What follows belongs to an exercise in optimizing a design on an open flow for small area and a short achievable clock period; a production flow would make more cautious choices. No functional check of the RTL was part of this run. No activity file was given, so power comes from the tool's default toggle rates.

===== flow/design.v =====
module multiplier #(parameter N = 32) (
    input logic CLK, EN_mult, EN_blockRead, rst_n,
    input logic [15:0] mult_input0,
    input logic [15:0] mult_input1,
    input logic [N - 1:0] readMem_val,
    output logic RDY_mult, EN_readMem, EN_writeMem, VALID_memVal,
    output logic [N - 1:0] writeMem_val, memVal_data,
    output logic [5:0] writeMem_addr, readMem_addr
    );
    logic st_init, st_w, st_wf, st_f, st_r;
    logic [3:0] pipe_en;
    logic [5:0] wa, ra;
    logic vld;
    wire wr = st_w & pipe_en[3];
    always_ff @(posedge CLK) begin
        if (!rst_n) begin
            st_init <= 1'b1; st_w <= 1'b0; st_wf <= 1'b0; st_f <= 1'b0; st_r <= 1'b0;
            pipe_en <= 4'b0;
            wa <= 6'd0;
            ra <= 6'd0;
            vld <= 1'b0;
        end else begin
            pipe_en <= {pipe_en[2:0], EN_mult};
            st_init <= 1'b0;
            st_w  <= st_init | (st_w & ~(pipe_en[3] & (&wa))) | (st_r & (&ra));
            st_wf <= wr & (&wa);
            st_f  <= st_wf | (st_f & ~EN_blockRead);
            st_r  <= (st_f & EN_blockRead) | (st_r & ~(&ra));
            if (wr) wa <= wa + 6'd1;
            if (st_r) ra <= ra + 6'd1;
            vld <= st_r;
        end
    end
    assign RDY_mult = st_w;
    assign EN_writeMem = wr;
    assign EN_readMem = st_r;
    assign VALID_memVal = vld;
    assign writeMem_addr = wa;
    assign readMem_addr = ra;
    assign memVal_data = readMem_val;
    logic pp1;
    logic pp2;
    logic pp3;
    logic pp4;
    logic pp5;
    logic pp6;
    logic pp7;
    logic pp8;
    logic pp9;
    logic pp10;
    logic pp11;
    logic pp12;
    logic pp13;
    logic pp14;
    logic pp15;
    logic pp16;
    logic pp17;
    logic pp18;
    logic pp19;
    logic pp20;
    logic pp21;
    logic pp22;
    logic pp23;
    logic pp24;
    logic pp25;
    logic pp26;
    logic pp27;
    logic pp28;
    logic pp29;
    logic pp30;
    logic pp31;
    logic pp32;
    logic pp33;
    logic pp34;
    logic pp35;
    logic pp36;
    logic pp37;
    logic pp38;
    logic pp39;
    logic pp40;
    logic pp41;
    logic pp42;
    logic pp43;
    logic pp44;
    logic pp45;
    logic pp46;
    logic pp47;
    logic pp48;
    logic pp49;
    logic pp50;
    logic pp51;
    logic pp52;
    logic pp53;
    logic pp54;
    logic pp55;
    logic pp56;
    logic pp57;
    logic pp58;
    logic pp59;
    logic pp60;
    logic pp61;
    logic pp62;
    logic pp63;
    logic pp64;
    logic pp65;
    logic pp66;
    logic pp67;
    logic pp68;
    logic pp69;
    logic pp70;
    logic pp71;
    logic pp72;
    logic pp73;
    logic pp74;
    logic pp75;
    logic pp76;
    logic pp77;
    logic pp78;
    logic pp79;
    logic pp80;
    logic pp81;
    logic pp82;
    logic pp83;
    logic pp84;
    logic pp85;
    logic pp86;
    logic pp87;
    logic pp88;
    logic pp89;
    logic pp90;
    logic pp91;
    logic pp92;
    logic pp93;
    logic pp94;
    logic pp95;
    logic pp96;
    logic pp97;
    logic pp98;
    logic pp99;
    logic pp100;
    logic pp101;
    logic pp102;
    logic pp103;
    logic pp104;
    logic pp105;
    logic pp106;
    logic pp107;
    logic pp108;
    logic pp109;
    logic pp110;
    logic pp111;
    logic pp112;
    logic pp113;
    logic pp114;
    logic pp115;
    logic pp116;
    logic pp117;
    logic pp118;
    logic pp119;
    logic pp120;
    logic pp121;
    logic pp122;
    logic pp123;
    logic pp124;
    logic pp125;
    logic pp126;
    logic pp127;
    logic pp128;
    logic pp129;
    logic pp130;
    logic pp131;
    logic pp132;
    logic pp133;
    logic pp134;
    logic pp135;
    logic pp136;
    logic pp137;
    logic pp138;
    logic pp139;
    logic pp140;
    logic pp141;
    logic pp142;
    logic pp143;
    logic pp144;
    logic pp145;
    logic pp146;
    logic pp147;
    logic pp148;
    logic pp149;
    logic pp150;
    logic pp151;
    logic pp152;
    logic pp153;
    logic pp154;
    logic pp155;
    logic pp156;
    logic pp157;
    logic pp158;
    logic pp159;
    logic pp160;
    logic pp161;
    logic pp162;
    logic pp163;
    logic pp164;
    logic pp165;
    logic pp166;
    logic pp167;
    logic pp168;
    logic pp169;
    logic pp170;
    logic pp171;
    logic pp172;
    logic pp173;
    logic pp174;
    logic pp175;
    logic pp176;
    logic pp177;
    logic pp178;
    logic pp179;
    logic pp180;
    logic pp181;
    logic pp182;
    logic pp183;
    logic pp184;
    logic pp185;
    logic pp186;
    logic pp187;
    logic pp188;
    logic pp189;
    logic pp190;
    logic pp191;
    logic pp192;
    logic pp193;
    logic pp194;
    logic pp195;
    logic pp196;
    logic pp197;
    logic pp198;
    logic pp199;
    logic pp200;
    logic pp201;
    logic pp202;
    logic pp203;
    logic pp204;
    logic pp205;
    logic pp206;
    logic pp207;
    logic pp208;
    logic pp209;
    logic pp210;
    logic pp211;
    logic pp212;
    logic pp213;
    logic pp214;
    logic pp215;
    logic pp216;
    logic pp217;
    logic pp218;
    logic pp219;
    logic pp220;
    logic pp221;
    logic pp222;
    logic pp223;
    logic pp224;
    logic pp225;
    logic pp226;
    logic pp227;
    logic pp228;
    logic pp229;
    logic pp230;
    logic pp231;
    logic pp232;
    logic pp233;
    logic pp234;
    logic pp235;
    logic pp236;
    logic pp237;
    logic pp238;
    logic pp239;
    logic pp240;
    logic pp241;
    logic pp242;
    logic pp243;
    logic pp244;
    logic pp245;
    logic pp246;
    logic pp247;
    logic pp248;
    logic pp249;
    logic pp250;
    logic pp251;
    logic pp252;
    logic pp253;
    logic pp254;
    logic pp255;
    logic pp256;
    logic hs257;
    logic hc258;
    logic fs259;
    logic fc260;
    logic hs261;
    logic hc262;
    logic fs263;
    logic fc264;
    logic fs265;
    logic fc266;
    logic hs267;
    logic hc268;
    logic fs269;
    logic fc270;
    logic fs271;
    logic fc272;
    logic hs273;
    logic hc274;
    logic fs275;
    logic fc276;
    logic fs277;
    logic fc278;
    logic fs279;
    logic fc280;
    logic hs281;
    logic hc282;
    logic fs283;
    logic fc284;
    logic hs285;
    logic hc286;
    logic fs287;
    logic fc288;
    logic fs289;
    logic fc290;
    logic hs291;
    logic hc292;
    logic fs293;
    logic fc294;
    logic fs295;
    logic fc296;
    logic fs297;
    logic fc298;
    logic hs299;
    logic hc300;
    logic fs301;
    logic fc302;
    logic fs303;
    logic fc304;
    logic fs305;
    logic fc306;
    logic fs307;
    logic fc308;
    logic fs309;
    logic fc310;
    logic fs311;
    logic fc312;
    logic fs313;
    logic fc314;
    logic fs315;
    logic fc316;
    logic fs317;
    logic fc318;
    logic fs319;
    logic fc320;
    logic fs321;
    logic fc322;
    logic fs323;
    logic fc324;
    logic fs325;
    logic fc326;
    logic fs327;
    logic fc328;
    logic fs329;
    logic fc330;
    logic fs331;
    logic fc332;
    logic fs333;
    logic fc334;
    logic fs335;
    logic fc336;
    logic fs337;
    logic fc338;
    logic fs339;
    logic fc340;
    logic fs341;
    logic fc342;
    logic fs343;
    logic fc344;
    logic fs345;
    logic fc346;
    logic fs347;
    logic fc348;
    logic fs349;
    logic fc350;
    logic fs351;
    logic fc352;
    logic fs353;
    logic fc354;
    logic fs355;
    logic fc356;
    logic fs357;
    logic fc358;
    logic fs359;
    logic fc360;
    logic fs361;
    logic fc362;
    logic fs363;
    logic fc364;
    logic fs365;
    logic fc366;
    logic fs367;
    logic fc368;
    logic hs369;
    logic hc370;
    logic fs371;
    logic fc372;
    logic hs373;
    logic hc374;
    logic fs375;
    logic fc376;
    logic fs377;
    logic fc378;
    logic hs379;
    logic hc380;
    logic fs381;
    logic fc382;
    logic fs383;
    logic fc384;
    logic fs385;
    logic fc386;
    logic fs387;
    logic fc388;
    logic fs389;
    logic fc390;
    logic fs391;
    logic fc392;
    logic fs393;
    logic fc394;
    logic fs395;
    logic fc396;
    logic fs397;
    logic fc398;
    logic fs399;
    logic fc400;
    logic fs401;
    logic fc402;
    logic fs403;
    logic fc404;
    logic fs405;
    logic fc406;
    logic fs407;
    logic fc408;
    logic fs409;
    logic fc410;
    logic fs411;
    logic fc412;
    logic fs413;
    logic fc414;
    logic fs415;
    logic fc416;
    logic fs417;
    logic fc418;
    logic fs419;
    logic fc420;
    logic fs421;
    logic fc422;
    logic fs423;
    logic fc424;
    logic fs425;
    logic fc426;
    logic fs427;
    logic fc428;
    logic fs429;
    logic fc430;
    logic fs431;
    logic fc432;
    logic fs433;
    logic fc434;
    logic fs435;
    logic fc436;
    logic fs437;
    logic fc438;
    logic fs439;
    logic fc440;
    logic fs441;
    logic fc442;
    logic fs443;
    logic fc444;
    logic fs445;
    logic fc446;
    logic fs447;
    logic fc448;
    logic fs449;
    logic fc450;
    logic fs451;
    logic fc452;
    logic fs453;
    logic fc454;
    logic fs455;
    logic fc456;
    logic fs457;
    logic fc458;
    logic fs459;
    logic fc460;
    logic fs461;
    logic fc462;
    logic fs463;
    logic fc464;
    logic fs465;
    logic fc466;
    logic fs467;
    logic fc468;
    logic fs469;
    logic fc470;
    logic fs471;
    logic fc472;
    logic fs473;
    logic fc474;
    logic fs475;
    logic fc476;
    logic hs477;
    logic hc478;
    logic fs479;
    logic fc480;
    logic hs481;
    logic hc482;
    logic fs483;
    logic fc484;
    logic fs485;
    logic fc486;
    logic fs487;
    logic fc488;
    logic fs489;
    logic fc490;
    logic fs491;
    logic fc492;
    logic fs493;
    logic fc494;
    logic fs495;
    logic fc496;
    logic fs497;
    logic fc498;
    logic fs499;
    logic fc500;
    logic fs501;
    logic fc502;
    logic fs503;
    logic fc504;
    logic fs505;
    logic fc506;
    logic fs507;
    logic fc508;
    logic fs509;
    logic fc510;
    logic fs511;
    logic fc512;
    logic fs513;
    logic fc514;
    logic fs515;
    logic fc516;
    logic fs517;
    logic fc518;
    logic fs519;
    logic fc520;
    logic fs521;
    logic fc522;
    logic fs523;
    logic fc524;
    logic fs525;
    logic fc526;
    logic fs527;
    logic fc528;
    logic fs529;
    logic fc530;
    logic fs531;
    logic fc532;
    logic fs533;
    logic fc534;
    logic fs535;
    logic fc536;
    logic fs537;
    logic fc538;
    logic fs539;
    logic fc540;
    logic fs541;
    logic fc542;
    logic fs543;
    logic fc544;
    logic fs545;
    logic fc546;
    logic fs547;
    logic fc548;
    logic fs549;
    logic fc550;
    logic fs551;
    logic fc552;
    logic fs553;
    logic fc554;
    logic fs555;
    logic fc556;
    logic fs557;
    logic fc558;
    logic fs559;
    logic fc560;
    logic fs561;
    logic fc562;
    logic fs563;
    logic fc564;
    logic fs565;
    logic fc566;
    logic fs567;
    logic fc568;
    logic hs569;
    logic hc570;
    logic fs571;
    logic fc572;
    logic fs573;
    logic fc574;
    logic fs575;
    logic fc576;
    logic fs577;
    logic fc578;
    logic fs579;
    logic fc580;
    logic fs581;
    logic fc582;
    logic fs583;
    logic fc584;
    logic fs585;
    logic fc586;
    logic fs587;
    logic fc588;
    logic fs589;
    logic fc590;
    logic fs591;
    logic fc592;
    logic fs593;
    logic fc594;
    logic fs595;
    logic fc596;
    logic fs597;
    logic fc598;
    logic fs599;
    logic fc600;
    logic fs601;
    logic fc602;
    logic fs603;
    logic fc604;
    logic fs605;
    logic fc606;
    logic fs607;
    logic fc608;
    logic fs609;
    logic fc610;
    logic fs611;
    logic fc612;
    logic fs613;
    logic fc614;
    logic fs615;
    logic fc616;
    logic fs617;
    logic fc618;
    logic fs619;
    logic fc620;
    logic s0_621;
    logic s0_622;
    logic s0_623;
    logic s0_624;
    logic s0_625;
    logic s0_626;
    logic s0_627;
    logic s0_628;
    logic s0_629;
    logic s0_630;
    logic s0_631;
    logic s0_632;
    logic s0_633;
    logic s0_634;
    logic s0_635;
    logic s0_636;
    logic s0_637;
    logic s0_638;
    logic s0_639;
    logic s0_640;
    logic s0_641;
    logic s0_642;
    logic s0_643;
    logic s0_644;
    logic s0_645;
    logic s0_646;
    logic s0_647;
    logic s0_648;
    logic s0_649;
    logic s0_650;
    logic s0_651;
    logic s0_652;
    logic s0_653;
    logic s0_654;
    logic s0_655;
    logic s0_656;
    logic s0_657;
    logic s0_658;
    logic s0_659;
    logic s0_660;
    logic s0_661;
    logic s0_662;
    logic s0_663;
    logic s0_664;
    logic s0_665;
    logic s0_666;
    logic s0_667;
    logic s0_668;
    logic s0_669;
    logic s0_670;
    logic s0_671;
    logic s0_672;
    logic s0_673;
    logic s0_674;
    logic s0_675;
    logic s0_676;
    logic s0_677;
    logic s0_678;
    logic s0_679;
    logic s0_680;
    logic s0_681;
    logic s0_682;
    logic s0_683;
    logic s0_684;
    logic s0_685;
    logic s0_686;
    logic s0_687;
    logic s0_688;
    logic s0_689;
    logic s0_690;
    logic s0_691;
    logic s0_692;
    logic s0_693;
    logic s0_694;
    logic s0_695;
    logic s0_696;
    logic s0_697;
    logic s0_698;
    logic s0_699;
    logic s0_700;
    logic s0_701;
    logic s0_702;
    logic s0_703;
    logic s0_704;
    logic s0_705;
    logic s0_706;
    logic s0_707;
    logic s0_708;
    logic hs709;
    logic hc710;
    logic fs711;
    logic fc712;
    logic fs713;
    logic fc714;
    logic fs715;
    logic fc716;
    logic fs717;
    logic fc718;
    logic fs719;
    logic fc720;
    logic fs721;
    logic fc722;
    logic fs723;
    logic fc724;
    logic fs725;
    logic fc726;
    logic fs727;
    logic fc728;
    logic fs729;
    logic fc730;
    logic fs731;
    logic fc732;
    logic fs733;
    logic fc734;
    logic fs735;
    logic fc736;
    logic fs737;
    logic fc738;
    logic fs739;
    logic fc740;
    logic fs741;
    logic fc742;
    logic fs743;
    logic fc744;
    logic fs745;
    logic fc746;
    logic fs747;
    logic fc748;
    logic fs749;
    logic fc750;
    logic fs751;
    logic fc752;
    logic fs753;
    logic fc754;
    logic fs755;
    logic fc756;
    logic fs757;
    logic fc758;
    logic fs759;
    logic fc760;
    logic fs761;
    logic fc762;
    logic fs763;
    logic fc764;
    logic s1_768;
    logic s1_769;
    logic s1_770;
    logic s1_771;
    logic s1_772;
    logic s1_773;
    logic s1_774;
    logic s1_775;
    logic s1_776;
    logic s1_777;
    logic s1_778;
    logic s1_779;
    logic s1_780;
    logic s1_781;
    logic s1_782;
    logic s1_783;
    logic s1_784;
    logic s1_785;
    logic s1_786;
    logic s1_787;
    logic s1_788;
    logic s1_789;
    logic s1_790;
    logic s1_791;
    logic s1_792;
    logic s1_793;
    logic s1_794;
    logic s1_795;
    logic s1_796;
    logic s1_797;
    logic s1_798;
    logic s1_799;
    logic s2_800;
    logic s2_801;
    logic s2_802;
    logic s2_803;
    logic s2_804;
    logic s2_805;
    logic s2_806;
    logic s2_807;
    logic s2_808;
    logic s2_809;
    logic s2_810;
    logic s2_811;
    logic s2_812;
    logic s2_813;
    logic s2_814;
    logic s2_815;
    logic s2_816;
    logic s2_817;
    logic s2_818;
    logic s2_819;
    logic s2_820;
    logic s2_821;
    logic s2_822;
    logic s2_823;
    logic s2_824;
    logic s2_825;
    logic s2_826;
    logic s2_827;
    logic s2_828;
    logic s2_829;
    logic s2_830;
    logic s2_831;
    logic s3_832;
    logic s3_833;
    logic s3_834;
    logic s3_835;
    logic s3_836;
    logic s3_837;
    logic s3_838;
    logic s3_839;
    logic s3_840;
    logic s3_841;
    logic s3_842;
    logic s3_843;
    logic s3_844;
    logic s3_845;
    logic s3_846;
    logic s3_847;
    logic s3_848;
    logic s3_849;
    logic s3_850;
    logic s3_851;
    logic s3_852;
    logic s3_853;
    logic s3_854;
    logic s3_855;
    logic s3_856;
    logic s3_857;
    logic s3_858;
    logic s3_859;
    logic s3_860;
    logic s3_861;
    logic s3_862;
    logic s3_863;
    logic [31:0] ra765;
    logic [31:0] rb766;
    logic [31:0] pr767;
    assign pp1 = mult_input0[0] & mult_input1[0];
    assign pp2 = mult_input0[0] & mult_input1[1];
    assign pp3 = mult_input0[0] & mult_input1[2];
    assign pp4 = mult_input0[0] & mult_input1[3];
    assign pp5 = mult_input0[0] & mult_input1[4];
    assign pp6 = mult_input0[0] & mult_input1[5];
    assign pp7 = mult_input0[0] & mult_input1[6];
    assign pp8 = mult_input0[0] & mult_input1[7];
    assign pp9 = mult_input0[0] & mult_input1[8];
    assign pp10 = mult_input0[0] & mult_input1[9];
    assign pp11 = mult_input0[0] & mult_input1[10];
    assign pp12 = mult_input0[0] & mult_input1[11];
    assign pp13 = mult_input0[0] & mult_input1[12];
    assign pp14 = mult_input0[0] & mult_input1[13];
    assign pp15 = mult_input0[0] & mult_input1[14];
    assign pp16 = mult_input0[0] & mult_input1[15];
    assign pp17 = mult_input0[1] & mult_input1[0];
    assign pp18 = mult_input0[1] & mult_input1[1];
    assign pp19 = mult_input0[1] & mult_input1[2];
    assign pp20 = mult_input0[1] & mult_input1[3];
    assign pp21 = mult_input0[1] & mult_input1[4];
    assign pp22 = mult_input0[1] & mult_input1[5];
    assign pp23 = mult_input0[1] & mult_input1[6];
    assign pp24 = mult_input0[1] & mult_input1[7];
    assign pp25 = mult_input0[1] & mult_input1[8];
    assign pp26 = mult_input0[1] & mult_input1[9];
    assign pp27 = mult_input0[1] & mult_input1[10];
    assign pp28 = mult_input0[1] & mult_input1[11];
    assign pp29 = mult_input0[1] & mult_input1[12];
    assign pp30 = mult_input0[1] & mult_input1[13];
    assign pp31 = mult_input0[1] & mult_input1[14];
    assign pp32 = mult_input0[1] & mult_input1[15];
    assign pp33 = mult_input0[2] & mult_input1[0];
    assign pp34 = mult_input0[2] & mult_input1[1];
    assign pp35 = mult_input0[2] & mult_input1[2];
    assign pp36 = mult_input0[2] & mult_input1[3];
    assign pp37 = mult_input0[2] & mult_input1[4];
    assign pp38 = mult_input0[2] & mult_input1[5];
    assign pp39 = mult_input0[2] & mult_input1[6];
    assign pp40 = mult_input0[2] & mult_input1[7];
    assign pp41 = mult_input0[2] & mult_input1[8];
    assign pp42 = mult_input0[2] & mult_input1[9];
    assign pp43 = mult_input0[2] & mult_input1[10];
    assign pp44 = mult_input0[2] & mult_input1[11];
    assign pp45 = mult_input0[2] & mult_input1[12];
    assign pp46 = mult_input0[2] & mult_input1[13];
    assign pp47 = mult_input0[2] & mult_input1[14];
    assign pp48 = mult_input0[2] & mult_input1[15];
    assign pp49 = mult_input0[3] & mult_input1[0];
    assign pp50 = mult_input0[3] & mult_input1[1];
    assign pp51 = mult_input0[3] & mult_input1[2];
    assign pp52 = mult_input0[3] & mult_input1[3];
    assign pp53 = mult_input0[3] & mult_input1[4];
    assign pp54 = mult_input0[3] & mult_input1[5];
    assign pp55 = mult_input0[3] & mult_input1[6];
    assign pp56 = mult_input0[3] & mult_input1[7];
    assign pp57 = mult_input0[3] & mult_input1[8];
    assign pp58 = mult_input0[3] & mult_input1[9];
    assign pp59 = mult_input0[3] & mult_input1[10];
    assign pp60 = mult_input0[3] & mult_input1[11];
    assign pp61 = mult_input0[3] & mult_input1[12];
    assign pp62 = mult_input0[3] & mult_input1[13];
    assign pp63 = mult_input0[3] & mult_input1[14];
    assign pp64 = mult_input0[3] & mult_input1[15];
    assign pp65 = mult_input0[4] & mult_input1[0];
    assign pp66 = mult_input0[4] & mult_input1[1];
    assign pp67 = mult_input0[4] & mult_input1[2];
    assign pp68 = mult_input0[4] & mult_input1[3];
    assign pp69 = mult_input0[4] & mult_input1[4];
    assign pp70 = mult_input0[4] & mult_input1[5];
    assign pp71 = mult_input0[4] & mult_input1[6];
    assign pp72 = mult_input0[4] & mult_input1[7];
    assign pp73 = mult_input0[4] & mult_input1[8];
    assign pp74 = mult_input0[4] & mult_input1[9];
    assign pp75 = mult_input0[4] & mult_input1[10];
    assign pp76 = mult_input0[4] & mult_input1[11];
    assign pp77 = mult_input0[4] & mult_input1[12];
    assign pp78 = mult_input0[4] & mult_input1[13];
    assign pp79 = mult_input0[4] & mult_input1[14];
    assign pp80 = mult_input0[4] & mult_input1[15];
    assign pp81 = mult_input0[5] & mult_input1[0];
    assign pp82 = mult_input0[5] & mult_input1[1];
    assign pp83 = mult_input0[5] & mult_input1[2];
    assign pp84 = mult_input0[5] & mult_input1[3];
    assign pp85 = mult_input0[5] & mult_input1[4];
    assign pp86 = mult_input0[5] & mult_input1[5];
    assign pp87 = mult_input0[5] & mult_input1[6];
    assign pp88 = mult_input0[5] & mult_input1[7];
    assign pp89 = mult_input0[5] & mult_input1[8];
    assign pp90 = mult_input0[5] & mult_input1[9];
    assign pp91 = mult_input0[5] & mult_input1[10];
    assign pp92 = mult_input0[5] & mult_input1[11];
    assign pp93 = mult_input0[5] & mult_input1[12];
    assign pp94 = mult_input0[5] & mult_input1[13];
    assign pp95 = mult_input0[5] & mult_input1[14];
    assign pp96 = mult_input0[5] & mult_input1[15];
    assign pp97 = mult_input0[6] & mult_input1[0];
    assign pp98 = mult_input0[6] & mult_input1[1];
    assign pp99 = mult_input0[6] & mult_input1[2];
    assign pp100 = mult_input0[6] & mult_input1[3];
    assign pp101 = mult_input0[6] & mult_input1[4];
    assign pp102 = mult_input0[6] & mult_input1[5];
    assign pp103 = mult_input0[6] & mult_input1[6];
    assign pp104 = mult_input0[6] & mult_input1[7];
    assign pp105 = mult_input0[6] & mult_input1[8];
    assign pp106 = mult_input0[6] & mult_input1[9];
    assign pp107 = mult_input0[6] & mult_input1[10];
    assign pp108 = mult_input0[6] & mult_input1[11];
    assign pp109 = mult_input0[6] & mult_input1[12];
    assign pp110 = mult_input0[6] & mult_input1[13];
    assign pp111 = mult_input0[6] & mult_input1[14];
    assign pp112 = mult_input0[6] & mult_input1[15];
    assign pp113 = mult_input0[7] & mult_input1[0];
    assign pp114 = mult_input0[7] & mult_input1[1];
    assign pp115 = mult_input0[7] & mult_input1[2];
    assign pp116 = mult_input0[7] & mult_input1[3];
    assign pp117 = mult_input0[7] & mult_input1[4];
    assign pp118 = mult_input0[7] & mult_input1[5];
    assign pp119 = mult_input0[7] & mult_input1[6];
    assign pp120 = mult_input0[7] & mult_input1[7];
    assign pp121 = mult_input0[7] & mult_input1[8];
    assign pp122 = mult_input0[7] & mult_input1[9];
    assign pp123 = mult_input0[7] & mult_input1[10];
    assign pp124 = mult_input0[7] & mult_input1[11];
    assign pp125 = mult_input0[7] & mult_input1[12];
    assign pp126 = mult_input0[7] & mult_input1[13];
    assign pp127 = mult_input0[7] & mult_input1[14];
    assign pp128 = mult_input0[7] & mult_input1[15];
    assign pp129 = mult_input0[8] & mult_input1[0];
    assign pp130 = mult_input0[8] & mult_input1[1];
    assign pp131 = mult_input0[8] & mult_input1[2];
    assign pp132 = mult_input0[8] & mult_input1[3];
    assign pp133 = mult_input0[8] & mult_input1[4];
    assign pp134 = mult_input0[8] & mult_input1[5];
    assign pp135 = mult_input0[8] & mult_input1[6];
    assign pp136 = mult_input0[8] & mult_input1[7];
    assign pp137 = mult_input0[8] & mult_input1[8];
    assign pp138 = mult_input0[8] & mult_input1[9];
    assign pp139 = mult_input0[8] & mult_input1[10];
    assign pp140 = mult_input0[8] & mult_input1[11];
    assign pp141 = mult_input0[8] & mult_input1[12];
    assign pp142 = mult_input0[8] & mult_input1[13];
    assign pp143 = mult_input0[8] & mult_input1[14];
    assign pp144 = mult_input0[8] & mult_input1[15];
    assign pp145 = mult_input0[9] & mult_input1[0];
    assign pp146 = mult_input0[9] & mult_input1[1];
    assign pp147 = mult_input0[9] & mult_input1[2];
    assign pp148 = mult_input0[9] & mult_input1[3];
    assign pp149 = mult_input0[9] & mult_input1[4];
    assign pp150 = mult_input0[9] & mult_input1[5];
    assign pp151 = mult_input0[9] & mult_input1[6];
    assign pp152 = mult_input0[9] & mult_input1[7];
    assign pp153 = mult_input0[9] & mult_input1[8];
    assign pp154 = mult_input0[9] & mult_input1[9];
    assign pp155 = mult_input0[9] & mult_input1[10];
    assign pp156 = mult_input0[9] & mult_input1[11];
    assign pp157 = mult_input0[9] & mult_input1[12];
    assign pp158 = mult_input0[9] & mult_input1[13];
    assign pp159 = mult_input0[9] & mult_input1[14];
    assign pp160 = mult_input0[9] & mult_input1[15];
    assign pp161 = mult_input0[10] & mult_input1[0];
    assign pp162 = mult_input0[10] & mult_input1[1];
    assign pp163 = mult_input0[10] & mult_input1[2];
    assign pp164 = mult_input0[10] & mult_input1[3];
    assign pp165 = mult_input0[10] & mult_input1[4];
    assign pp166 = mult_input0[10] & mult_input1[5];
    assign pp167 = mult_input0[10] & mult_input1[6];
    assign pp168 = mult_input0[10] & mult_input1[7];
    assign pp169 = mult_input0[10] & mult_input1[8];
    assign pp170 = mult_input0[10] & mult_input1[9];
    assign pp171 = mult_input0[10] & mult_input1[10];
    assign pp172 = mult_input0[10] & mult_input1[11];
    assign pp173 = mult_input0[10] & mult_input1[12];
    assign pp174 = mult_input0[10] & mult_input1[13];
    assign pp175 = mult_input0[10] & mult_input1[14];
    assign pp176 = mult_input0[10] & mult_input1[15];
    assign pp177 = mult_input0[11] & mult_input1[0];
    assign pp178 = mult_input0[11] & mult_input1[1];
    assign pp179 = mult_input0[11] & mult_input1[2];
    assign pp180 = mult_input0[11] & mult_input1[3];
    assign pp181 = mult_input0[11] & mult_input1[4];
    assign pp182 = mult_input0[11] & mult_input1[5];
    assign pp183 = mult_input0[11] & mult_input1[6];
    assign pp184 = mult_input0[11] & mult_input1[7];
    assign pp185 = mult_input0[11] & mult_input1[8];
    assign pp186 = mult_input0[11] & mult_input1[9];
    assign pp187 = mult_input0[11] & mult_input1[10];
    assign pp188 = mult_input0[11] & mult_input1[11];
    assign pp189 = mult_input0[11] & mult_input1[12];
    assign pp190 = mult_input0[11] & mult_input1[13];
    assign pp191 = mult_input0[11] & mult_input1[14];
    assign pp192 = mult_input0[11] & mult_input1[15];
    assign pp193 = mult_input0[12] & mult_input1[0];
    assign pp194 = mult_input0[12] & mult_input1[1];
    assign pp195 = mult_input0[12] & mult_input1[2];
    assign pp196 = mult_input0[12] & mult_input1[3];
    assign pp197 = mult_input0[12] & mult_input1[4];
    assign pp198 = mult_input0[12] & mult_input1[5];
    assign pp199 = mult_input0[12] & mult_input1[6];
    assign pp200 = mult_input0[12] & mult_input1[7];
    assign pp201 = mult_input0[12] & mult_input1[8];
    assign pp202 = mult_input0[12] & mult_input1[9];
    assign pp203 = mult_input0[12] & mult_input1[10];
    assign pp204 = mult_input0[12] & mult_input1[11];
    assign pp205 = mult_input0[12] & mult_input1[12];
    assign pp206 = mult_input0[12] & mult_input1[13];
    assign pp207 = mult_input0[12] & mult_input1[14];
    assign pp208 = mult_input0[12] & mult_input1[15];
    assign pp209 = mult_input0[13] & mult_input1[0];
    assign pp210 = mult_input0[13] & mult_input1[1];
    assign pp211 = mult_input0[13] & mult_input1[2];
    assign pp212 = mult_input0[13] & mult_input1[3];
    assign pp213 = mult_input0[13] & mult_input1[4];
    assign pp214 = mult_input0[13] & mult_input1[5];
    assign pp215 = mult_input0[13] & mult_input1[6];
    assign pp216 = mult_input0[13] & mult_input1[7];
    assign pp217 = mult_input0[13] & mult_input1[8];
    assign pp218 = mult_input0[13] & mult_input1[9];
    assign pp219 = mult_input0[13] & mult_input1[10];
    assign pp220 = mult_input0[13] & mult_input1[11];
    assign pp221 = mult_input0[13] & mult_input1[12];
    assign pp222 = mult_input0[13] & mult_input1[13];
    assign pp223 = mult_input0[13] & mult_input1[14];
    assign pp224 = mult_input0[13] & mult_input1[15];
    assign pp225 = mult_input0[14] & mult_input1[0];
    assign pp226 = mult_input0[14] & mult_input1[1];
    assign pp227 = mult_input0[14] & mult_input1[2];
    assign pp228 = mult_input0[14] & mult_input1[3];
    assign pp229 = mult_input0[14] & mult_input1[4];
    assign pp230 = mult_input0[14] & mult_input1[5];
    assign pp231 = mult_input0[14] & mult_input1[6];
    assign pp232 = mult_input0[14] & mult_input1[7];
    assign pp233 = mult_input0[14] & mult_input1[8];
    assign pp234 = mult_input0[14] & mult_input1[9];
    assign pp235 = mult_input0[14] & mult_input1[10];
    assign pp236 = mult_input0[14] & mult_input1[11];
    assign pp237 = mult_input0[14] & mult_input1[12];
    assign pp238 = mult_input0[14] & mult_input1[13];
    assign pp239 = mult_input0[14] & mult_input1[14];
    assign pp240 = mult_input0[14] & mult_input1[15];
    assign pp241 = mult_input0[15] & mult_input1[0];
    assign pp242 = mult_input0[15] & mult_input1[1];
    assign pp243 = mult_input0[15] & mult_input1[2];
    assign pp244 = mult_input0[15] & mult_input1[3];
    assign pp245 = mult_input0[15] & mult_input1[4];
    assign pp246 = mult_input0[15] & mult_input1[5];
    assign pp247 = mult_input0[15] & mult_input1[6];
    assign pp248 = mult_input0[15] & mult_input1[7];
    assign pp249 = mult_input0[15] & mult_input1[8];
    assign pp250 = mult_input0[15] & mult_input1[9];
    assign pp251 = mult_input0[15] & mult_input1[10];
    assign pp252 = mult_input0[15] & mult_input1[11];
    assign pp253 = mult_input0[15] & mult_input1[12];
    assign pp254 = mult_input0[15] & mult_input1[13];
    assign pp255 = mult_input0[15] & mult_input1[14];
    assign pp256 = mult_input0[15] & mult_input1[15];
    mul_ha u_hs257 (pp14, pp29, hs257, hc258);
    mul_fa u_fs259 (pp15, pp30, pp45, fs259, fc260);
    mul_ha u_hs261 (pp60, pp75, hs261, hc262);
    mul_fa u_fs263 (pp16, pp31, pp46, fs263, fc264);
    mul_fa u_fs265 (pp61, pp76, pp91, fs265, fc266);
    mul_ha u_hs267 (pp106, pp121, hs267, hc268);
    mul_fa u_fs269 (pp32, pp47, pp62, fs269, fc270);
    mul_fa u_fs271 (pp77, pp92, pp107, fs271, fc272);
    mul_ha u_hs273 (pp122, pp137, hs273, hc274);
    mul_fa u_fs275 (pp48, pp63, pp78, fs275, fc276);
    mul_fa u_fs277 (pp93, pp108, pp123, fs277, fc278);
    mul_fa u_fs279 (pp64, pp79, pp94, fs279, fc280);
    mul_ha u_hs281 (pp10, pp25, hs281, hc282);
    mul_fa u_fs283 (pp11, pp26, pp41, fs283, fc284);
    mul_ha u_hs285 (pp56, pp71, hs285, hc286);
    mul_fa u_fs287 (pp12, pp27, pp42, fs287, fc288);
    mul_fa u_fs289 (pp57, pp72, pp87, fs289, fc290);
    mul_ha u_hs291 (pp102, pp117, hs291, hc292);
    mul_fa u_fs293 (pp13, pp28, pp43, fs293, fc294);
    mul_fa u_fs295 (pp58, pp73, pp88, fs295, fc296);
    mul_fa u_fs297 (pp103, pp118, pp133, fs297, fc298);
    mul_ha u_hs299 (pp148, pp163, hs299, hc300);
    mul_fa u_fs301 (pp44, pp59, pp74, fs301, fc302);
    mul_fa u_fs303 (pp89, pp104, pp119, fs303, fc304);
    mul_fa u_fs305 (pp134, pp149, pp164, fs305, fc306);
    mul_fa u_fs307 (pp179, pp194, pp209, fs307, fc308);
    mul_fa u_fs309 (pp90, pp105, pp120, fs309, fc310);
    mul_fa u_fs311 (pp135, pp150, pp165, fs311, fc312);
    mul_fa u_fs313 (pp180, pp195, pp210, fs313, fc314);
    mul_fa u_fs315 (pp225, hc258, fs259, fs315, fc316);
    mul_fa u_fs317 (pp136, pp151, pp166, fs317, fc318);
    mul_fa u_fs319 (pp181, pp196, pp211, fs319, fc320);
    mul_fa u_fs321 (pp226, pp241, fc260, fs321, fc322);
    mul_fa u_fs323 (hc262, fs263, fs265, fs323, fc324);
    mul_fa u_fs325 (pp152, pp167, pp182, fs325, fc326);
    mul_fa u_fs327 (pp197, pp212, pp227, fs327, fc328);
    mul_fa u_fs329 (pp242, fc264, fc266, fs329, fc330);
    mul_fa u_fs331 (hc268, fs269, fs271, fs331, fc332);
    mul_fa u_fs333 (pp138, pp153, pp168, fs333, fc334);
    mul_fa u_fs335 (pp183, pp198, pp213, fs335, fc336);
    mul_fa u_fs337 (pp228, pp243, fc270, fs337, fc338);
    mul_fa u_fs339 (fc272, hc274, fs275, fs339, fc340);
    mul_fa u_fs341 (pp109, pp124, pp139, fs341, fc342);
    mul_fa u_fs343 (pp154, pp169, pp184, fs343, fc344);
    mul_fa u_fs345 (pp199, pp214, pp229, fs345, fc346);
    mul_fa u_fs347 (pp244, fc276, fc278, fs347, fc348);
    mul_fa u_fs349 (pp80, pp95, pp110, fs349, fc350);
    mul_fa u_fs351 (pp125, pp140, pp155, fs351, fc352);
    mul_fa u_fs353 (pp170, pp185, pp200, fs353, fc354);
    mul_fa u_fs355 (pp215, pp230, pp245, fs355, fc356);
    mul_fa u_fs357 (pp96, pp111, pp126, fs357, fc358);
    mul_fa u_fs359 (pp141, pp156, pp171, fs359, fc360);
    mul_fa u_fs361 (pp186, pp201, pp216, fs361, fc362);
    mul_fa u_fs363 (pp112, pp127, pp142, fs363, fc364);
    mul_fa u_fs365 (pp157, pp172, pp187, fs365, fc366);
    mul_fa u_fs367 (pp128, pp143, pp158, fs367, fc368);
    mul_ha u_hs369 (pp7, pp22, hs369, hc370);
    mul_fa u_fs371 (pp8, pp23, pp38, fs371, fc372);
    mul_ha u_hs373 (pp53, pp68, hs373, hc374);
    mul_fa u_fs375 (pp9, pp24, pp39, fs375, fc376);
    mul_fa u_fs377 (pp54, pp69, pp84, fs377, fc378);
    mul_ha u_hs379 (pp99, pp114, hs379, hc380);
    mul_fa u_fs381 (pp40, pp55, pp70, fs381, fc382);
    mul_fa u_fs383 (pp85, pp100, pp115, fs383, fc384);
    mul_fa u_fs385 (pp130, pp145, hs281, fs385, fc386);
    mul_fa u_fs387 (pp86, pp101, pp116, fs387, fc388);
    mul_fa u_fs389 (pp131, pp146, pp161, fs389, fc390);
    mul_fa u_fs391 (hc282, fs283, hs285, fs391, fc392);
    mul_fa u_fs393 (pp132, pp147, pp162, fs393, fc394);
    mul_fa u_fs395 (pp177, fc284, hc286, fs395, fc396);
    mul_fa u_fs397 (fs287, fs289, hs291, fs397, fc398);
    mul_fa u_fs399 (pp178, pp193, fc288, fs399, fc400);
    mul_fa u_fs401 (fc290, hc292, fs293, fs401, fc402);
    mul_fa u_fs403 (fs295, fs297, hs299, fs403, fc404);
    mul_fa u_fs405 (hs257, fc294, fc296, fs405, fc406);
    mul_fa u_fs407 (fc298, hc300, fs301, fs407, fc408);
    mul_fa u_fs409 (fs303, fs305, fs307, fs409, fc410);
    mul_fa u_fs411 (hs261, fc302, fc304, fs411, fc412);
    mul_fa u_fs413 (fc306, fc308, fs309, fs413, fc414);
    mul_fa u_fs415 (fs311, fs313, fs315, fs415, fc416);
    mul_fa u_fs417 (hs267, fc310, fc312, fs417, fc418);
    mul_fa u_fs419 (fc314, fc316, fs317, fs419, fc420);
    mul_fa u_fs421 (fs319, fs321, fs323, fs421, fc422);
    mul_fa u_fs423 (hs273, fc318, fc320, fs423, fc424);
    mul_fa u_fs425 (fc322, fc324, fs325, fs425, fc426);
    mul_fa u_fs427 (fs327, fs329, fs331, fs427, fc428);
    mul_fa u_fs429 (fs277, fc326, fc328, fs429, fc430);
    mul_fa u_fs431 (fc330, fc332, fs333, fs431, fc432);
    mul_fa u_fs433 (fs335, fs337, fs339, fs433, fc434);
    mul_fa u_fs435 (fs279, fc334, fc336, fs435, fc436);
    mul_fa u_fs437 (fc338, fc340, fs341, fs437, fc438);
    mul_fa u_fs439 (fs343, fs345, fs347, fs439, fc440);
    mul_fa u_fs441 (fc280, fc342, fc344, fs441, fc442);
    mul_fa u_fs443 (fc346, fc348, fs349, fs443, fc444);
    mul_fa u_fs445 (fs351, fs353, fs355, fs445, fc446);
    mul_fa u_fs447 (pp231, pp246, fc350, fs447, fc448);
    mul_fa u_fs449 (fc352, fc354, fc356, fs449, fc450);
    mul_fa u_fs451 (fs357, fs359, fs361, fs451, fc452);
    mul_fa u_fs453 (pp202, pp217, pp232, fs453, fc454);
    mul_fa u_fs455 (pp247, fc358, fc360, fs455, fc456);
    mul_fa u_fs457 (fc362, fs363, fs365, fs457, fc458);
    mul_fa u_fs459 (pp173, pp188, pp203, fs459, fc460);
    mul_fa u_fs461 (pp218, pp233, pp248, fs461, fc462);
    mul_fa u_fs463 (fc364, fc366, fs367, fs463, fc464);
    mul_fa u_fs465 (pp144, pp159, pp174, fs465, fc466);
    mul_fa u_fs467 (pp189, pp204, pp219, fs467, fc468);
    mul_fa u_fs469 (pp234, pp249, fc368, fs469, fc470);
    mul_fa u_fs471 (pp160, pp175, pp190, fs471, fc472);
    mul_fa u_fs473 (pp205, pp220, pp235, fs473, fc474);
    mul_fa u_fs475 (pp176, pp191, pp206, fs475, fc476);
    mul_ha u_hs477 (pp5, pp20, hs477, hc478);
    mul_fa u_fs479 (pp6, pp21, pp36, fs479, fc480);
    mul_ha u_hs481 (pp51, pp66, hs481, hc482);
    mul_fa u_fs483 (pp37, pp52, pp67, fs483, fc484);
    mul_fa u_fs485 (pp82, pp97, hs369, fs485, fc486);
    mul_fa u_fs487 (pp83, pp98, pp113, fs487, fc488);
    mul_fa u_fs489 (hc370, fs371, hs373, fs489, fc490);
    mul_fa u_fs491 (pp129, fc372, hc374, fs491, fc492);
    mul_fa u_fs493 (fs375, fs377, hs379, fs493, fc494);
    mul_fa u_fs495 (fc376, fc378, hc380, fs495, fc496);
    mul_fa u_fs497 (fs381, fs383, fs385, fs497, fc498);
    mul_fa u_fs499 (fc382, fc384, fc386, fs499, fc500);
    mul_fa u_fs501 (fs387, fs389, fs391, fs501, fc502);
    mul_fa u_fs503 (fc388, fc390, fc392, fs503, fc504);
    mul_fa u_fs505 (fs393, fs395, fs397, fs505, fc506);
    mul_fa u_fs507 (fc394, fc396, fc398, fs507, fc508);
    mul_fa u_fs509 (fs399, fs401, fs403, fs509, fc510);
    mul_fa u_fs511 (fc400, fc402, fc404, fs511, fc512);
    mul_fa u_fs513 (fs405, fs407, fs409, fs513, fc514);
    mul_fa u_fs515 (fc406, fc408, fc410, fs515, fc516);
    mul_fa u_fs517 (fs411, fs413, fs415, fs517, fc518);
    mul_fa u_fs519 (fc412, fc414, fc416, fs519, fc520);
    mul_fa u_fs521 (fs417, fs419, fs421, fs521, fc522);
    mul_fa u_fs523 (fc418, fc420, fc422, fs523, fc524);
    mul_fa u_fs525 (fs423, fs425, fs427, fs525, fc526);
    mul_fa u_fs527 (fc424, fc426, fc428, fs527, fc528);
    mul_fa u_fs529 (fs429, fs431, fs433, fs529, fc530);
    mul_fa u_fs531 (fc430, fc432, fc434, fs531, fc532);
    mul_fa u_fs533 (fs435, fs437, fs439, fs533, fc534);
    mul_fa u_fs535 (fc436, fc438, fc440, fs535, fc536);
    mul_fa u_fs537 (fs441, fs443, fs445, fs537, fc538);
    mul_fa u_fs539 (fc442, fc444, fc446, fs539, fc540);
    mul_fa u_fs541 (fs447, fs449, fs451, fs541, fc542);
    mul_fa u_fs543 (fc448, fc450, fc452, fs543, fc544);
    mul_fa u_fs545 (fs453, fs455, fs457, fs545, fc546);
    mul_fa u_fs547 (fc454, fc456, fc458, fs547, fc548);
    mul_fa u_fs549 (fs459, fs461, fs463, fs549, fc550);
    mul_fa u_fs551 (fc460, fc462, fc464, fs551, fc552);
    mul_fa u_fs553 (fs465, fs467, fs469, fs553, fc554);
    mul_fa u_fs555 (pp250, fc466, fc468, fs555, fc556);
    mul_fa u_fs557 (fc470, fs471, fs473, fs557, fc558);
    mul_fa u_fs559 (pp221, pp236, pp251, fs559, fc560);
    mul_fa u_fs561 (fc472, fc474, fs475, fs561, fc562);
    mul_fa u_fs563 (pp192, pp207, pp222, fs563, fc564);
    mul_fa u_fs565 (pp237, pp252, fc476, fs565, fc566);
    mul_fa u_fs567 (pp208, pp223, pp238, fs567, fc568);
    mul_ha u_hs569 (pp4, pp19, hs569, hc570);
    mul_fa u_fs571 (pp35, pp50, pp65, fs571, fc572);
    mul_fa u_fs573 (pp81, hc478, fs479, fs573, fc574);
    mul_fa u_fs575 (fc480, hc482, fs483, fs575, fc576);
    mul_fa u_fs577 (fc484, fc486, fs487, fs577, fc578);
    mul_fa u_fs579 (fc488, fc490, fs491, fs579, fc580);
    mul_fa u_fs581 (fc492, fc494, fs495, fs581, fc582);
    mul_fa u_fs583 (fc496, fc498, fs499, fs583, fc584);
    mul_fa u_fs585 (fc500, fc502, fs503, fs585, fc586);
    mul_fa u_fs587 (fc504, fc506, fs507, fs587, fc588);
    mul_fa u_fs589 (fc508, fc510, fs511, fs589, fc590);
    mul_fa u_fs591 (fc512, fc514, fs515, fs591, fc592);
    mul_fa u_fs593 (fc516, fc518, fs519, fs593, fc594);
    mul_fa u_fs595 (fc520, fc522, fs523, fs595, fc596);
    mul_fa u_fs597 (fc524, fc526, fs527, fs597, fc598);
    mul_fa u_fs599 (fc528, fc530, fs531, fs599, fc600);
    mul_fa u_fs601 (fc532, fc534, fs535, fs601, fc602);
    mul_fa u_fs603 (fc536, fc538, fs539, fs603, fc604);
    mul_fa u_fs605 (fc540, fc542, fs543, fs605, fc606);
    mul_fa u_fs607 (fc544, fc546, fs547, fs607, fc608);
    mul_fa u_fs609 (fc548, fc550, fs551, fs609, fc610);
    mul_fa u_fs611 (fc552, fc554, fs555, fs611, fc612);
    mul_fa u_fs613 (fc556, fc558, fs559, fs613, fc614);
    mul_fa u_fs615 (fc560, fc562, fs563, fs615, fc616);
    mul_fa u_fs617 (pp253, fc564, fc566, fs617, fc618);
    mul_fa u_fs619 (pp224, pp239, pp254, fs619, fc620);
    mul_ha u_hs709 (s0_624, s0_625, hs709, hc710);
    mul_fa u_fs711 (s0_627, s0_628, s0_629, fs711, fc712);
    mul_fa u_fs713 (s0_630, s0_631, s0_632, fs713, fc714);
    mul_fa u_fs715 (s0_633, s0_634, s0_635, fs715, fc716);
    mul_fa u_fs717 (s0_636, s0_637, s0_638, fs717, fc718);
    mul_fa u_fs719 (s0_639, s0_640, s0_641, fs719, fc720);
    mul_fa u_fs721 (s0_642, s0_643, s0_644, fs721, fc722);
    mul_fa u_fs723 (s0_645, s0_646, s0_647, fs723, fc724);
    mul_fa u_fs725 (s0_648, s0_649, s0_650, fs725, fc726);
    mul_fa u_fs727 (s0_651, s0_652, s0_653, fs727, fc728);
    mul_fa u_fs729 (s0_654, s0_655, s0_656, fs729, fc730);
    mul_fa u_fs731 (s0_657, s0_658, s0_659, fs731, fc732);
    mul_fa u_fs733 (s0_660, s0_661, s0_662, fs733, fc734);
    mul_fa u_fs735 (s0_663, s0_664, s0_665, fs735, fc736);
    mul_fa u_fs737 (s0_666, s0_667, s0_668, fs737, fc738);
    mul_fa u_fs739 (s0_669, s0_670, s0_671, fs739, fc740);
    mul_fa u_fs741 (s0_672, s0_673, s0_674, fs741, fc742);
    mul_fa u_fs743 (s0_675, s0_676, s0_677, fs743, fc744);
    mul_fa u_fs745 (s0_678, s0_679, s0_680, fs745, fc746);
    mul_fa u_fs747 (s0_681, s0_682, s0_683, fs747, fc748);
    mul_fa u_fs749 (s0_684, s0_685, s0_686, fs749, fc750);
    mul_fa u_fs751 (s0_687, s0_688, s0_689, fs751, fc752);
    mul_fa u_fs753 (s0_690, s0_691, s0_692, fs753, fc754);
    mul_fa u_fs755 (s0_693, s0_694, s0_695, fs755, fc756);
    mul_fa u_fs757 (s0_696, s0_697, s0_698, fs757, fc758);
    mul_fa u_fs759 (s0_699, s0_700, s0_701, fs759, fc760);
    mul_fa u_fs761 (s0_702, s0_703, s0_704, fs761, fc762);
    mul_fa u_fs763 (s0_705, s0_706, s0_707, fs763, fc764);
    assign ra765 = {1'b0, s0_708, fc762, fc760, fc758, fc756, fc754, fc752, fc750, fc748, fc746, fc744, fc742, fc740, fc738, fc736, fc734, fc732, fc730, fc728, fc726, fc724, fc722, fc720, fc718, fc716, fc714, fc712, hc710, s0_626, s0_622, s0_621};
    assign rb766 = {1'b0, fc764, fs763, fs761, fs759, fs757, fs755, fs753, fs751, fs749, fs747, fs745, fs743, fs741, fs739, fs737, fs735, fs733, fs731, fs729, fs727, fs725, fs723, fs721, fs719, fs717, fs715, fs713, fs711, hs709, s0_623, 1'b0};
    assign pr767 = ra765 + rb766;
    always_ff @(posedge CLK) begin
        s0_621 <= pp1;
        s0_622 <= pp2;
        s0_623 <= pp17;
        s0_624 <= pp3;
        s0_625 <= pp18;
        s0_626 <= pp33;
        s0_627 <= pp34;
        s0_628 <= pp49;
        s0_629 <= hs569;
        s0_630 <= hs477;
        s0_631 <= hc570;
        s0_632 <= fs571;
        s0_633 <= hs481;
        s0_634 <= fc572;
        s0_635 <= fs573;
        s0_636 <= fs485;
        s0_637 <= fc574;
        s0_638 <= fs575;
        s0_639 <= fs489;
        s0_640 <= fc576;
        s0_641 <= fs577;
        s0_642 <= fs493;
        s0_643 <= fc578;
        s0_644 <= fs579;
        s0_645 <= fs497;
        s0_646 <= fc580;
        s0_647 <= fs581;
        s0_648 <= fs501;
        s0_649 <= fc582;
        s0_650 <= fs583;
        s0_651 <= fs505;
        s0_652 <= fc584;
        s0_653 <= fs585;
        s0_654 <= fs509;
        s0_655 <= fc586;
        s0_656 <= fs587;
        s0_657 <= fs513;
        s0_658 <= fc588;
        s0_659 <= fs589;
        s0_660 <= fs517;
        s0_661 <= fc590;
        s0_662 <= fs591;
        s0_663 <= fs521;
        s0_664 <= fc592;
        s0_665 <= fs593;
        s0_666 <= fs525;
        s0_667 <= fc594;
        s0_668 <= fs595;
        s0_669 <= fs529;
        s0_670 <= fc596;
        s0_671 <= fs597;
        s0_672 <= fs533;
        s0_673 <= fc598;
        s0_674 <= fs599;
        s0_675 <= fs537;
        s0_676 <= fc600;
        s0_677 <= fs601;
        s0_678 <= fs541;
        s0_679 <= fc602;
        s0_680 <= fs603;
        s0_681 <= fs545;
        s0_682 <= fc604;
        s0_683 <= fs605;
        s0_684 <= fs549;
        s0_685 <= fc606;
        s0_686 <= fs607;
        s0_687 <= fs553;
        s0_688 <= fc608;
        s0_689 <= fs609;
        s0_690 <= fs557;
        s0_691 <= fc610;
        s0_692 <= fs611;
        s0_693 <= fs561;
        s0_694 <= fc612;
        s0_695 <= fs613;
        s0_696 <= fs565;
        s0_697 <= fc614;
        s0_698 <= fs615;
        s0_699 <= fs567;
        s0_700 <= fc616;
        s0_701 <= fs617;
        s0_702 <= fc568;
        s0_703 <= fc618;
        s0_704 <= fs619;
        s0_705 <= pp240;
        s0_706 <= pp255;
        s0_707 <= fc620;
        s0_708 <= pp256;
        s1_768 <= pr767[0];
        s1_769 <= pr767[1];
        s1_770 <= pr767[2];
        s1_771 <= pr767[3];
        s1_772 <= pr767[4];
        s1_773 <= pr767[5];
        s1_774 <= pr767[6];
        s1_775 <= pr767[7];
        s1_776 <= pr767[8];
        s1_777 <= pr767[9];
        s1_778 <= pr767[10];
        s1_779 <= pr767[11];
        s1_780 <= pr767[12];
        s1_781 <= pr767[13];
        s1_782 <= pr767[14];
        s1_783 <= pr767[15];
        s1_784 <= pr767[16];
        s1_785 <= pr767[17];
        s1_786 <= pr767[18];
        s1_787 <= pr767[19];
        s1_788 <= pr767[20];
        s1_789 <= pr767[21];
        s1_790 <= pr767[22];
        s1_791 <= pr767[23];
        s1_792 <= pr767[24];
        s1_793 <= pr767[25];
        s1_794 <= pr767[26];
        s1_795 <= pr767[27];
        s1_796 <= pr767[28];
        s1_797 <= pr767[29];
        s1_798 <= pr767[30];
        s1_799 <= pr767[31];
        s2_800 <= s1_768;
        s2_801 <= s1_769;
        s2_802 <= s1_770;
        s2_803 <= s1_771;
        s2_804 <= s1_772;
        s2_805 <= s1_773;
        s2_806 <= s1_774;
        s2_807 <= s1_775;
        s2_808 <= s1_776;
        s2_809 <= s1_777;
        s2_810 <= s1_778;
        s2_811 <= s1_779;
        s2_812 <= s1_780;
        s2_813 <= s1_781;
        s2_814 <= s1_782;
        s2_815 <= s1_783;
        s2_816 <= s1_784;
        s2_817 <= s1_785;
        s2_818 <= s1_786;
        s2_819 <= s1_787;
        s2_820 <= s1_788;
        s2_821 <= s1_789;
        s2_822 <= s1_790;
        s2_823 <= s1_791;
        s2_824 <= s1_792;
        s2_825 <= s1_793;
        s2_826 <= s1_794;
        s2_827 <= s1_795;
        s2_828 <= s1_796;
        s2_829 <= s1_797;
        s2_830 <= s1_798;
        s2_831 <= s1_799;
        s3_832 <= s2_800;
        s3_833 <= s2_801;
        s3_834 <= s2_802;
        s3_835 <= s2_803;
        s3_836 <= s2_804;
        s3_837 <= s2_805;
        s3_838 <= s2_806;
        s3_839 <= s2_807;
        s3_840 <= s2_808;
        s3_841 <= s2_809;
        s3_842 <= s2_810;
        s3_843 <= s2_811;
        s3_844 <= s2_812;
        s3_845 <= s2_813;
        s3_846 <= s2_814;
        s3_847 <= s2_815;
        s3_848 <= s2_816;
        s3_849 <= s2_817;
        s3_850 <= s2_818;
        s3_851 <= s2_819;
        s3_852 <= s2_820;
        s3_853 <= s2_821;
        s3_854 <= s2_822;
        s3_855 <= s2_823;
        s3_856 <= s2_824;
        s3_857 <= s2_825;
        s3_858 <= s2_826;
        s3_859 <= s2_827;
        s3_860 <= s2_828;
        s3_861 <= s2_829;
        s3_862 <= s2_830;
        s3_863 <= s2_831;
    end
    assign writeMem_val = {s3_863, s3_862, s3_861, s3_860, s3_859, s3_858, s3_857, s3_856, s3_855, s3_854, s3_853, s3_852, s3_851, s3_850, s3_849, s3_848, s3_847, s3_846, s3_845, s3_844, s3_843, s3_842, s3_841, s3_840, s3_839, s3_838, s3_837, s3_836, s3_835, s3_834, s3_833, s3_832};
endmodule
module mul_fa (input logic a, b, c, output logic s, co);
    assign s = a ^ b ^ c;
    assign co = (a & b) | (a & c) | (b & c);
endmodule
module mul_ha (input logic a, b, output logic s, co);
    assign s = a ^ b;
    assign co = a & b;
endmodule

===== flow/run.sh =====
#!/bin/bash
# synth_recipe.tcl (not shown) runs the flow's synth.tcl, then flattens the netlist and writes it again
# the make line also repeats each setting of config.mk as NAME=value (left out here)
make -C /OpenROAD-flow-scripts/flow DESIGN_CONFIG=/design/flow/config.mk WORK_HOME=/design/flow/orfs CLKGATE_MAP_FILE= SYNTH_SCRIPT=/design/flow/synth_recipe.tcl finish

===== flow/config.mk =====
export PLATFORM = sky130hd
export DESIGN_NAME = multiplier
export DESIGN_NICKNAME = multiplier
export VERILOG_FILES = /design/flow/design.v
export SDC_FILE = /design/flow/constraint.sdc
export NUM_CORES = 4
export LEC_CHECK = 0
export CAP_MARGIN = 20
export CORE_MARGIN = 2
export CORE_UTILIZATION = 40
export SLEW_MARGIN = 20
export SYNTH_HIERARCHICAL = 1
export SYNTH_MINIMUM_KEEP_SIZE = 0

===== flow/constraint.sdc =====
create_clock -name core_clock -period 3.6 [get_ports {CLK}]
set_input_delay 0.7200 -clock core_clock [delete_from_list [all_inputs] [get_ports {CLK}]]
set_output_delay 0.7200 -clock core_clock [all_outputs]
set_load 0.01 [all_outputs]

==> impl_results.md <==
- Worst path cell trace: clkdlybuf4s50_1 > and2_1 > fa_1 > fa_1 > fa_1 > fa_1 > fa_1
- CTS Root Cell: clkbuf_16
- FP Rows: 64
- Final TNS setup: 0 ps
- Fin area: 0.0143 mm2
- Reg2reg path depth: 9
- Largest net degree at the start of global routing: 17
- Crit path top cell by count: fa_1
- M3 GR Usage: 0.0271
- Critical Path Start Type: input port
- Post-synthesis cell area: 0.0123 mm2
- Clk Latency, worst-skew pair: 500 ps
- Detailed Route WL: 25.3 mm
- Critical Path RT: 3970 ps
- Max Root-Sink Buffers: 3
- First-pass GRT wire length: 41.7 mm
- Power per cell area: 814 mW/mm2
- Cell Count, Final, Fillers Out: 1508
- Top FF cell, synth: dfxtp_1
- Asr flop ratio synth: 0
- Die height: 180 um
- Post-DP Area: 0.0135 mm2
- Sequential power share: 0.300
- Net count after synthesis: 1360
- Wirelength per Cell: 16.8 um
- DRT antenna net count: 0
- Overall Power: 11.6 mW
- Worst hold path class: flop to flop
- Total track usage: 0.161
- Cell with the most instances after synthesis: and2_1
- Layout cells sized above 1: 0.0809
- Normalized max-slew margin: 0.677
- Mapped Avg Cell Area: 11.8 um2
- Final Cycle Share: 0.950
- M1 GR Usage: 0.228
- Number of synthesized flops with an enable pin: 0
- Worst path buffer plus inverter count: 1
- Synth Warn #: 7
- Gp weighted congestion: 0.827
- Grt ovf: 0
- Crit path max-delay family: adder cells
- CTS tree: yes
- Nets: 1408
- # placed instances: 1469
- Final period demand of the worst path: 3420 ps
- GRT Max-Usage Layer: met2
- P_leak: 6.11 nW
- Clk slew on worst S/H paths: 60 ps
- Detailed Place HPWL: 19.7 mm
- CP max stage delay: 560 ps
- Final-layout fill cell count: 2807
- Synth-to-Final Area Change: 15.8%
- Die area: 0.0323 mm2
- Switching share of power: 0.366
- Worst Hold Path EP: s2_807
- Post-CTS sizing: 0
- RR Endpoint: s1_798
- Vias in the first global route: 7755
- Routed vias/inst: 4.71
- Worst Max-Slew Pin Slew: 484 ps
- R2R Path Start: s0_645
- Largest area contributor in the netlist: dfxtp_1
- Post-synth top area share: 0.334
- DRC: 0
- Register area share after synthesis: 0.334
- Critical path's slowest cell: fa_1
- Max-Cap Viols: 0
- Cells after synthesis: 1049
- Vias: 7100
- Slew Viols, Final: 0
- Endpoint type of the worst setup path: flop
- Num CTS Buffers: 22
- Initial antenna violation count: 0
- Clock sinks: 206
- Crit Path Class: input port to flop
- Drt pass-1 iters: 4
- Cells on Worst Hold Path: 0
- Initial core utilization: 0.404
- H-tree Lvls: 1
- Yosys cell types: 52
- Combinational Power Share: 0.490
- # hold bufs at CTS: 0
- Num ports: 148
- Post-synth top cells: and2_1, dfxtp_1, fa_1
- Clock share of power: 0.210
- Critical path depth: 7
- Internal power: 7.38 mW
- Fin. Hold Viols: 0
- Met2 Use GR: 0.256
- Core ar.: 0.0305 mm2
- Crit path max fanout: 6
- Hold path startpoint: s1_775
- # port buffers: 83
- Biggest regs: ra: 6 flops, wa: 6 flops, pipe_en: 4 flops
- DR iter-0 viols: 294
- Antenna diodes: 0
- Register bit total from synthesis: 206
- Status: finished clean
- Net Switching: 4.26 mW
- Flop2flop setup slack: 650 ps
- Setup Skew: 12.0 ps
- CP Data Arrival Time: 3790 ps
- Largest cells by area after synthesis: dfxtp_1, fa_1, and2_1
- Post-CTS setup buffers: 0
- F_max: 0.292 GHz
- Die X-Extent: 180 um
- RSZ-0062 raised after global routing: false
- Endpoints failing setup: 0
- Peak supply drop: 0.000467 V
==> worst register-to-register path, stage by stage, from the launching register on <==
cell       delay, ps
dfxtp_1          320
fa_1             510
ha_1             450
nand3_1          170
nor3_1           190
nand3_1          220
a2111oi_4        450
o21ai_2          150
a2bb2oi_1        170
o311ai_1         230
==> final cells by class <==
class	count	area [um2]	area share
Multi-Input combinational cell	728	7540	0.527
Sequential cell	206	4120	0.289
Timing Repair Buffer	127	1300	0.0909
Clock buffer	27	591	0.0413
Tap cell	396	495	0.0347
Clock inverter	12	200	0.0140
Inverter	12	45.0	0.00315
==> modules after synthesis, one instance, submodules excluded <==
module | copies in the design | cell area, um2 | flip-flops and latches | cells inside
mul_ha | 15 | 12.5 | 0 | 1
mul_fa | 195 | 20.0 | 0 | 1
multiplier | 1 | 8250 | 206 | 839
==> per-layer routing <==
layer | vias to the layer above | routed length (um)
li1 | 3398 | -
met1 | 3490 | 12200
met2 | 177 | 11300
met3 | 35 | 1340
met4 | 0 | 463
met5 | - | 0
==> worst max-delay path by stage <==
stage	startpoint	endpoint
after floorplan	mult_input1[15]	s0_668
final	mult_input0[4]	s0_671
after global placement	mult_input0[4]	s0_674
after global routing	mult_input0[4]	s0_671
after detailed placement	mult_input0[4]	s0_671
after CTS	mult_input0[4]	s0_671
==> layout by cell type, fill, tap and decap left out, types with 26 or more instances in the layout <==
cell and instances:
nor2_1 31, nand2_1 26, and2_1 264, clkdlybuf4s50_1 83, fa_1 196, a21oi_1 28, dfxtp_1 206, buf_4 33
ha_1 47
==> cells by family (layout without fill, tap and decap cells) <==
logic type / after synthesis / in the layout / synth area share
buffers and inverters: 115 / 178 / 0.0548
XOR/XNOR: 28 / 28 / 0.0199
adder cells (fa/ha/maj): 243 / 243 / 0.366
flip-flops: 206 / 206 / 0.334
AND/OR/NAND/NOR: 356 / 356 / 0.168
AO/OA/AOI/OAI: 99 / 99 / 0.0560
multiplexers: 2 / 2 / 0.00162
==> power groups by stage <==
stage               logic, mW  registers, mW  clock network [mW]
floorplan                4.42           3.46                   0
global placement         5.66           3.53                   0
detailed placement       5.72           3.55                   0
CTS                      5.77           3.50                2.51
global route             6.46           3.58                2.59
finish                   5.71           3.49                2.44
==> per-stage QoR <==
| step | hold slack, ps | setup slack [ps] | util |
|---|---|---|---|
| after global placement | 310 | -271 | 0.443 |
| after CTS | 323 | 194 | 0.468 |
| after global routing | 328 | 117 | 0.468 |
| after floorplan | 310 | 186 | - |
| final | 323 | 180 | 0.468 |
| after detailed placement | 312 | -338 | 0.443 |

==> separate check: timing with driven ports <==
The flow's constraints put no driver on any port. The routed layout listed below was extracted and timed again, unchanged, in two steps. Step 1: set_driving_cell puts a clkbuf_16 on CLK and a buf_2 on each other input, an assumption about the parent block. Step 2 moves the port delays by t, midway between the first and last clock arrival at a register: inputs arrive t later, outputs are due t later. That takes back most of the time a late clock gives input paths. Slacks: ideal / step 1 / step 2; pairs: ideal / step 1.
t, ns: 0.542
slack for setup (ns): 0.180 / 0.204 / -0.338
pins driven straight from the clock port: 1
Met with ideal ports but missed after step 2: setup timing in this run. For this run, drivers alone change the setup slack by +0.024 ns; drivers and shift together by -0.518 ns.
